This is an optimization exercise on Yosys and OpenROAD, whose aim is small area, not a production implementation. Only simulation tests tie the RTL to the original design; equivalence was not proved. In this run the design's own scripts or RTL, not TritonCTS, make the clock network. No driver is modelled on the clock port, so clock power and skew are understated where the tree is cut down; a real chip needs a root buffer or a tree. Power and IR drop assume default switching activity.

$ cat flow/flow/run.sh
#!/bin/bash
# Own layout flow: ORFS through standard.sh, with
#  - synthesis mapped for area (synth.tcl: the smallest of several ABC scripts
#    written below, and no adder extraction); registers come from the same
#    passes as the standard synthesis;
#  - port buffers of the smallest buffer cell;
#  - a flat clock tree (cts.tcl: MY_CLK_NBUF buffers driven by the clock port)
#    in place of ORFS's CTS.
set -euo pipefail
W=$(pwd)
F=$W/flow
mkdir -p $W/abc
printf 'strash\ndch -f\nmap -a\nstrash\ndch -f\namap\n' > $W/abc/map.abc
for s in $(seq 1 32); do
  printf 'strash\n&get -n\n&deepsyn -T 10 -S %d\n&put\ndch -f\namap\n' $((s * 3)) > $W/abc/deep$s.abc
done
export MY_ABC_SCRIPTS="$(ls $W/abc/*.abc | tr '\n' ' ')"
export MY_CLK_PORT=clk
export MY_CLK_PRE=${MY_CLK_PRE-sky130_fd_sc_hd__clkinv_2}
export MY_CLK_BUF=${MY_CLK_BUF:-sky130_fd_sc_hd__clkinv_16}
export MY_CLK_NBUF=${MY_CLK_NBUF:-1}
bash standard.sh SYNTH_SCRIPT=$F/synth.tcl synth > $W/synth.log 2>&1
bash standard.sh SYNTH_SCRIPT=$F/synth.tcl \
  "BUFFER_PORTS_ARGS=-buffer_cell sky130_fd_sc_hd__buf_1" \
  PRE_CTS_TCL=$F/cts.tcl \
  finish > $W/layout.log 2>&1
$ cat flow/flow/cts.tcl
# PRE_CTS hook: a flat clock tree. The clock port drives MY_CLK_NBUF clock
# buffers (MY_CLK_BUF); the registers, sorted by x, are split evenly between
# them, and each buffer sits at the centre of its registers. With MY_CLK_PRE
# set, the clock port drives one cell of that type, which drives the buffers
# (an inverter pair when both are inverters). CTS itself is then
# skipped; the rest of ORFS's CTS step (placement legalisation, timing repair)
# runs as usual.
proc out_iterm {inst} {
  foreach it [$inst getITerms] {
    if { [$it isOutputSignal] } { return $it }
  }
  error "no output on [$inst getName]"
}
set block [ord::get_db_block]
set clk_net [$block findNet $::env(MY_CLK_PORT)]
set master [[ord::get_db] findMaster $::env(MY_CLK_BUF)]
set nbuf $::env(MY_CLK_NBUF)
set sinks {}
foreach it [$clk_net getITerms] {
  set loc [[$it getInst] getLocation]
  lappend sinks [list [lindex $loc 0] [lindex $loc 1] $it]
}
set sinks [lsort -integer -index 0 $sinks]
set root_net $clk_net
if { [info exists ::env(MY_CLK_PRE)] && $::env(MY_CLK_PRE) ne "" } {
  set pre [odb::dbInst_create $block [[ord::get_db] findMaster $::env(MY_CLK_PRE)] clkbuf_flat_pre]
  set root_net [odb::dbNet_create $block clknet_flat_pre]
  $root_net setSigType CLOCK
}
set n [llength $sinks]
for {set k 0} {$k < $nbuf} {incr k} {
  set buf [odb::dbInst_create $block $master clkbuf_flat_$k]
  set leaf [odb::dbNet_create $block clknet_flat_$k]
  $leaf setSigType CLOCK
  set lo [expr {$k * $n / $nbuf}]
  set hi [expr {($k + 1) * $n / $nbuf}]
  set sx 0; set sy 0
  foreach s [lrange $sinks $lo [expr {$hi - 1}]] {
    lassign $s x y it
    set sx [expr {$sx + $x}]; set sy [expr {$sy + $y}]
    $it disconnect
    $it connect $leaf
  }
  [$buf findITerm A] connect $root_net
  [out_iterm $buf] connect $leaf
  $buf setLocation [expr {$sx / ($hi - $lo)}] [expr {$sy / ($hi - $lo)}]
  $buf setPlacementStatus PLACED
  puts "flat clock tree: buffer $k drives [expr {$hi - $lo}] sinks"
}
if { $root_net ne $clk_net } {
  [$pre findITerm A] connect $clk_net
  [out_iterm $pre] connect $root_net
  set b0 [$block findInst clkbuf_flat_0]
  set loc [$b0 getLocation]
  $pre setLocation [lindex $loc 0] [lindex $loc 1]
  $pre setPlacementStatus PLACED
}
# ORFS would clone clock inverters next to each register.
rename repair_clock_inverters ""
proc repair_clock_inverters {args} { puts "repair_clock_inverters skipped" }
rename clock_tree_synthesis ""
proc clock_tree_synthesis {args} { puts "clock_tree_synthesis skipped" }
set_propagated_clock [all_clocks]
$ cat flow/flow/synth.tcl
proc synth {args} { yosys synth -nofsm -noshare {*}$args }
# Technology mapping for area: ORFS's single ABC call is replaced by several
# ABC scripts for area, and the smallest mapping is kept.
proc abc {args} {
  set lib ""
  set i [lsearch -exact $args -liberty]
  if { $i >= 0 } { set lib [lindex $args [expr {$i + 1}]] }
  foreach opt {-script -constr -D} {
    set i [lsearch -exact $args $opt]
    if { $i >= 0 } { set args [lreplace $args $i [expr {$i + 1}]] }
  }
  yosys design -save my_pre_abc
  set best ""
  set best_area 1e18
  foreach script $::env(MY_ABC_SCRIPTS) {
    yosys design -load my_pre_abc
    yosys abc -script $script {*}$args
    set report [tee -q -s result.string stat -liberty $lib]
    if { [regexp {Chip area for module [^:]*: ([0-9.]+)} $report -> area] } {
      puts "ABC script $script: area $area"
      if { $area < $best_area } {
        set best_area $area
        set best $script
        yosys design -save my_best_abc
      }
    }
  }
  puts "ABC script kept: $best (area $best_area)"
  yosys design -load my_best_abc
}
# No full-adder extraction: ABC maps that logic smaller.
set ::env(ADDER_MAP_FILE) ""
source $::env(SCRIPTS_DIR)/synth.tcl
# left out here: clear keep_hierarchy, flatten, clean up, hide names made inside functions, write 1_2_yosys.v
$ cat flow/standard.sh
#!/bin/bash
# synth_recipe.tcl (not shown) runs the flow's synth.tcl, then flattens the netlist and writes it again
# the make line also repeats each setting of config.mk as NAME=value (left out here)
make -C /OpenROAD-flow-scripts/flow DESIGN_CONFIG=/design/flow/config.mk WORK_HOME=/design/flow/orfs CLKGATE_MAP_FILE= SYNTH_SCRIPT=/design/flow/synth_recipe.tcl "${@:-finish}"
$ cat flow/config.mk
export PLATFORM = sky130hd
export DESIGN_NAME = pro_v_2_0
export DESIGN_NICKNAME = pro_v_2_0
export VERILOG_FILES = /design/flow/design.v
export SDC_FILE = /design/flow/constraint.sdc
export NUM_CORES = 4
export LEC_CHECK = 0
export CAP_MARGIN = 0
export CELL_PAD_IN_SITES_DETAIL_PLACEMENT = 0
export CELL_PAD_IN_SITES_GLOBAL_PLACEMENT = 0
export CORE_MARGIN = 2
export CORE_UTILIZATION = 75
export SLEW_MARGIN = 0
$ cat flow/constraint.sdc
create_clock -name core_clock -period 10.0 [get_ports {clk}]
set_input_delay 2.0000 -clock core_clock [delete_from_list [all_inputs] [get_ports {clk}]]
set_output_delay 2.0000 -clock core_clock [all_outputs]
set_load 0.01 [all_outputs]
$ cat flow/design.v
`timescale 1ns / 1ps
module pro_v_2_0(a,clk,rst,colomn,r,l,u,d);
input clk;
input rst;
input l,r,u,d;
output [6:0] a;
output [4:0] colomn;
reg [4:0] i;
reg [2:0] lr;
reg [6:0] q;
reg [1:0] motion, sd;
reg [2:0] mx, my;
reg [1:0] d0, d1, d2;
reg [2:0] fx, fy;
reg [5:0] fi;
function [2:0] mvx;
	input [2:0] x;
	input [1:0] dd;
	input neg;
	begin
		if (!dd[1]) mvx = x;
		else if (dd[0] ^ neg) mvx = {x[1], x[0], x[2] ^ x[1]};
		else mvx = {x[0] ^ x[2], x[2], x[1]};
	end
endfunction
function [2:0] mvy;
	input [2:0] y;
	input [1:0] dd;
	input neg;
	begin
		if (dd[1]) mvy = y;
		else if (dd[0] ^ neg) mvy = {y[1], y[0], ~(y[2] | y[1])};
		else mvy = {~(y[1] | y[0]), y[2], y[1]};
	end
endfunction
localparam [383:0] TABLE = 384'b101110101011101110101011101110101011101110101011101110101011101110101011101110101011101110101011101110101011101110101011101110101011101110101011101110101011101110101011101110101011101110101011010000100001001100110000010100110011001100100110111000101100111110101100111000010011001011010000001000111001011001011011100001011000110110111001100110110100011001010110110011100110011100011000;
wire [5:0] tab = TABLE[fi * 6 +: 6];
wire first = fy[2] & fy[0];
wire refresh = (i[4] & i[3] & ~i[2] & ~i[1] & i[0]);
wire apply = refresh & (
	(lr[1] & ~lr[0]) & (~q[5] & ~q[4] & ~q[3] & ~q[2] & ~q[0]) |
	(~lr[2] & ~lr[0]) & (~q[5] & ~q[4] & ~q[3] & ~q[2] & ~q[1]) |
	(~lr[2] & lr[1]) & (~q[6] & ~q[4] & q[3] & ~q[2] & q[1] & ~q[0]));
wire hold = lr[0] ? lr[1] : (lr[1] ? (~i[0] | ~i[2]) : (i[0] | ~i[1] | ~i[4]));
wire [2:0] hx = mvx(mx, d0, 1'b0);
wire [2:0] hy = mvy(my, d0, 1'b0);
wire [2:0] tx = mvx(mx, d1, 1'b1);
wire [2:0] ty = mvy(my, d1, 1'b1);
wire [2:0] px = mvx(tx, d2, 1'b1);
wire [2:0] py = mvy(ty, d2, 1'b1);
wire eat = first | ({hx, hy} == {fx, fy});
always @(posedge clk) begin
	if (rst | refresh)
		i <= 5'b00101;
	else
		i <= {i[3:0], ~^{i[4], i[1]}};
	if (rst) begin
		lr <= 3'b111;
		q <= 7'b0101010;
		motion <= 2'b10;
		mx <= 3'b111;
		my <= 3'b011;
		d0 <= 2'b11;
		d1 <= 2'b11;
		d2 <= 2'b11;
		fy <= 3'b101;
		fi <= 6'd0;
	end else begin
		if (refresh) begin
			lr <= {lr[1], lr[0], ~(lr[2] | lr[1])};
			if ((~lr[1] & lr[0]))
				q <= (q[6] & q[4] & q[2] & q[1] & q[0]) ? 7'b0101010 : {q[5:0], ~^{q[6], q[0]}};
		end
		if (l) motion <= 2'b10;
		else if (r) motion <= 2'b11;
		else if (u) motion <= 2'b00;
		else if (d) motion <= 2'b01;
		if (apply) begin
			mx <= hx;
			my <= hy;
			d0 <= sd;
			d1 <= d0;
			d2 <= d1;
			if (eat) fy <= tab[2:0];
			fi <= (fi[5] & fi[0]) ? 6'd0 : fi + 6'd1;    
		end
	end
end
always @(posedge clk) begin
	if (!hold)
		sd <= motion;
	if (apply & eat)
		fx <= tab[5:3];
end
wire [2:0] lre = lr | {3{first}};
wire mt = (ty == lre), mp = (py == lre), mm = (my == lre), mf = (fy == lre);
assign a = {
		(~tx[2] & ~tx[0]) & mt | (~px[2] & ~px[0]) & mp | (~mx[2] & ~mx[0]) & mm | (~fx[2] & ~fx[0]) & mf,
		(~tx[2] & ~tx[1]) & mt | (~px[2] & ~px[1]) & mp | (~mx[2] & ~mx[1]) & mm | (~fx[2] & ~fx[1]) & mf,
		(~tx[1] & ~tx[0]) & mt | (~px[1] & ~px[0]) & mp | (~mx[1] & ~mx[0]) & mm | (~fx[1] & ~fx[0]) & mf,
		(tx[2] & tx[1] & ~tx[0]) & mt | (px[2] & px[1] & ~px[0]) & mp | (mx[2] & mx[1] & ~mx[0]) & mm | (fx[2] & fx[1] & ~fx[0]) & mf,
		(tx[2] & tx[1] & tx[0]) & mt | (px[2] & px[1] & px[0]) & mp | (mx[2] & mx[1] & mx[0]) & mm | (fx[2] & fx[1] & fx[0]) & mf,
		(~tx[2] & tx[1] & tx[0]) & mt | (~px[2] & px[1] & px[0]) & mp | (~mx[2] & mx[1] & mx[0]) & mm | (~fx[2] & fx[1] & fx[0]) & mf,
		(tx[2] & ~tx[1] & tx[0]) & mt | (px[2] & ~px[1] & px[0]) & mp | (mx[2] & ~mx[1] & mx[0]) & mm | (fx[2] & ~fx[1] & fx[0]) & mf
	};
assign colomn = {~(~lr[2] & lr[1]), ~(~lr[1] & lr[0]), ~(~lr[2] & ~lr[0]), ~(lr[2] & ~lr[1]), ~(lr[1] & ~lr[0])};
endmodule
==> summary.txt <==
layout make-up:
class / count / area (µm²)
Fill cell: 208 / 472
Inverter: 57 / 241
Multi-Input combinational cell: 239 / 1340
Sequential cell: 43 / 911
Tap cell: 44 / 55.1
Timing Repair Buffer: 17 / 63.8
layer usage:
| metal | GRT usage (%) | share of wire [%] |
|---|---|---|
| met1 | 42.3 | 42 |
| met2 | 61.1 | 49 |
| met3 | 3.99 | 6.0 |
| met4 | 13.7 | 2.2 |
| met5 | 0 | 0 |
sequential cells by signal, summed over array words and instances, names as in the netlist:
| register | flops |
|---|---|
| q | 7 |
| d2 | 2 |
| d0 | 2 |
| fi | 6 |
| fy | 3 |
| sd | 2 |
| my | 3 |
| d1 | 2 |
| motion | 2 |
| i | 5 |
| mx | 3 |
| lr | 3 |
| fx | 3 |
metrics by stage:
| stage | cells | hold WS [ns] |
|---|---|---|
| final | 400 | 0.454 |
| after global routing | 400 | 0.466 |
| after CTS | 400 | 0.447 |
| after detailed placement | 398 | 0.423 |
| after global placement | 398 | 0.413 |
| after floorplan | 337 | 0.400 |
critical path: cells and delay by family, from the launching register on:
kind	cells	cell delay (ns)
simple gates	5	1.10
flops	1	0.46
buf+inv	3	0.40
compound gates	4	1.16
kinds of logic (layout without fill, tap and decap cells):
group                  count (synthesis)  in the layout  share of synthesized area (%)
buffers and inverters                 55             74                           8.42
DFF                                   43             43                           37.1
AOI/OAI and AO/OA                    126            126                           34.3
and+or+nand+nor                      113            113                           20.1
cells in the final DEF, fill, tap and decap left out, types with 2 or more instances in the layout:
cell	synthesis	layout
o21ai_0	17	17
a211oi_1	9	9
nor3_1	20	20
a31oi_1	8	8
buf_1	0	17
o22a_1	11	11
or2_0	5	5
a21oi_1	25	25
nand2_1	24	24
o32ai_1	3	3
clkinv_1	55	55
dfxtp_1	38	38
o31ai_1	4	4
o22ai_1	24	24
a2111oi_0	3	3
o221ai_1	6	6
nor4_1	4	4
o21a_1	2	2
a22oi_1	5	5
edfxtp_1	5	5
nor2_1	50	50
o211ai_1	2	2
a311oi_1	2	2
nand3_1	5	5
power by group through the flow:
stage	sequential [mW]	combinational [mW]	clock (mW)
final	0.177	0.00743	0.0660
after floorplan	0.181	0.00451	0
after detailed placement	0.181	0.00731	0
after CTS	0.177	0.00737	0.0653
after global placement	0.181	0.00675	0
after global routing	0.178	0.00815	0.0713
path summary, 6_finish.rpt:
path,to,depth (start not counted),start,slack [ns]
worst max-delay path,a[6],12,fy[2],4.62
worst min-delay path,sd[0],0,motion[0],0.45
worst max register to register,fi[5],13,i[2],6.55
worst min register to register,sd[0],0,motion[0],0.45
==> flow_metrics.env <==
export IMPL_antenna_found_initial=0
export IMPL_worstMarginPinSlew_ns=0.819
export IMPL_internal_power_mw=0.187
export IMPL_rows=20
export IMPL_fp_dieH_um=61.2
export IMPL_fin_util_pct=84.7
export IMPL_crit_fanout=5
export IMPL_slew_headroom_pct=44.0
export IMPL_area_growth_pct=6.28
export IMPL_start_util_pct=79.7
export IMPL_vias=2690
export IMPL_post_dp_cell_area_um2=2570
export IMPL_synth_edf_count=5
export IMPL_drt_wl_total_um=6260
export IMPL_path_class="register to output port"
export IMPL_ys_seq_area_share_pct=37.1
export IMPL_finalPower_mw=0.251
export IMPL_cts_resized=0
export IMPL_outcome="no timing/DRC/antenna violations"
export IMPL_power_density_nw_per_um2=96.3
export IMPL_crit_top_cell="nor2_1"
export IMPL_grt_max_degree=44
export IMPL_irDropWorstVdd_uv=135
export IMPL_drtIter0Drc=265
export IMPL_rsz0062_at_grt="false"
export IMPL_setup_slack_ns=4.62
export IMPL_yosys_top_cells_area="dfxtp_1 31%, clkinv_1 8.4%, nor2_1 7.7%, edfxtp_1 6.1%, o22ai_1 6.1%"
export IMPL_yosys_warnings=1
export IMPL_yosys_area_top_type_share_pct=31.0
export IMPL_crit_path_end_kind="output port"
export IMPL_synth_top_area_cell="dfxtp_1"
export IMPL_switchingPower_mw=0.0637
export IMPL_grt_util_all_layers_pct=34.4
export IMPL_setup_tns_ns=0
export IMPL_p_sw_share_pct=25.4
export IMPL_drtPass1Iterations=5
export IMPL_ys_seq_elements=43
export IMPL_dpl_hpwl_um=4730
export IMPL_syn_area_um2=2450
export IMPL_syn_avg_cell_area_um2=7.28
export IMPL_yosysMostFrequentCell="clkinv_1"
export IMPL_hold_buffers=0
export IMPL_die_area_um2=3740
export IMPL_p_clk_share_pct=26.3
export IMPL_layout_drive_gt1_share_pct=0.562
export IMPL_ys_top_cells_by_count="55 x clkinv_1, 50 x nor2_1, 38 x dfxtp_1"
export IMPL_cp_start_kind="register"
export IMPL_fin_crit_sh_pct=53.8
export IMPL_worstPathArrival_ns=3.38
export IMPL_grt_pass1_wl_um=10100
export IMPL_skew_ns=0.00312
export IMPL_finalWeightedCongestion=0.920
export IMPL_slowest_stage="a2111oi_0"
export IMPL_fp_coreArea_um2=3080
export IMPL_synthFlopType="dfxtp_1"
export IMPL_post_cts_buffers=0
export IMPL_synth_net_count=343
export IMPL_p_seq_share_pct=70.7
export IMPL_setup_viol=0
export IMPL_grt_overflow=0
export IMPL_diodes=0
export IMPL_io_buffer_count=17
export IMPL_grt_pass1_vias=2435
export IMPL_min_path_type="register to register"
export IMPL_crit_required_ns=8.00
export IMPL_detail_route_wl_per_cell_um=15.7
export IMPL_timing_fmax_ghz=0.186
export IMPL_pwr_share_comb_pct=3.0
export IMPL_clock_latency_ns=0.27
export IMPL_ant_nets=0
export IMPL_synthCells=337
export IMPL_p_leak_nw=0.824
export IMPL_viasPerCell=6.73
export IMPL_maxSlewViolCount=0
export IMPL_die_w_um=61.2
export IMPL_fin_nets=364
export IMPL_num_io_pins=18
export IMPL_min_period_ns=5.38
export IMPL_hold_viol=0
export IMPL_async_flop_share_pct=0
export IMPL_crit_path_max_incr_delay_ns=0.74
export IMPL_drc=0
export IMPL_path_cells="clkinv_1 -> nor2_1 -> nor2_1 -> clkinv_1 -> nor2_1 -> a2111oi_0 -> a31oi_1 -> or2_0 -> nor3_1 -> a21oi_1 -> o31ai_1 -> buf_1"
export IMPL_cap_violations=0
export IMPL_final_area_um2=2610
export IMPL_dp_slack_ns=5.04
export IMPL_ys_types=33
export IMPL_clk_pin_slew_worst_paths_ns=0.10

[port drivers added, routing unchanged]
No port has a modelled driver above. Below, the same layout with a new extraction and two added sets of constraints.
Step 1, drivers: a clkbuf_16 drives clk and a buf_2 each remaining input, both assumed.
Step 2 also shifts input and output timing later by t, the mid clock arrival at the registers, as if the neighbouring blocks saw the same clock.
Slacks: ideal / step 1 / step 2; pairs: ideal / step 1.
t (ns): 0.293
setup slack, ns: 4.616 / 4.588 / 4.881
worst setup path at the end: register to output
latest minus earliest clock arrival (ns): 0.003 / 0.003
pins driven straight from the clock port: 1
After both steps this run still meets setup and hold. For this run, drivers alone change the setup slack by -0.028 ns; drivers and shift together by +0.265 ns.
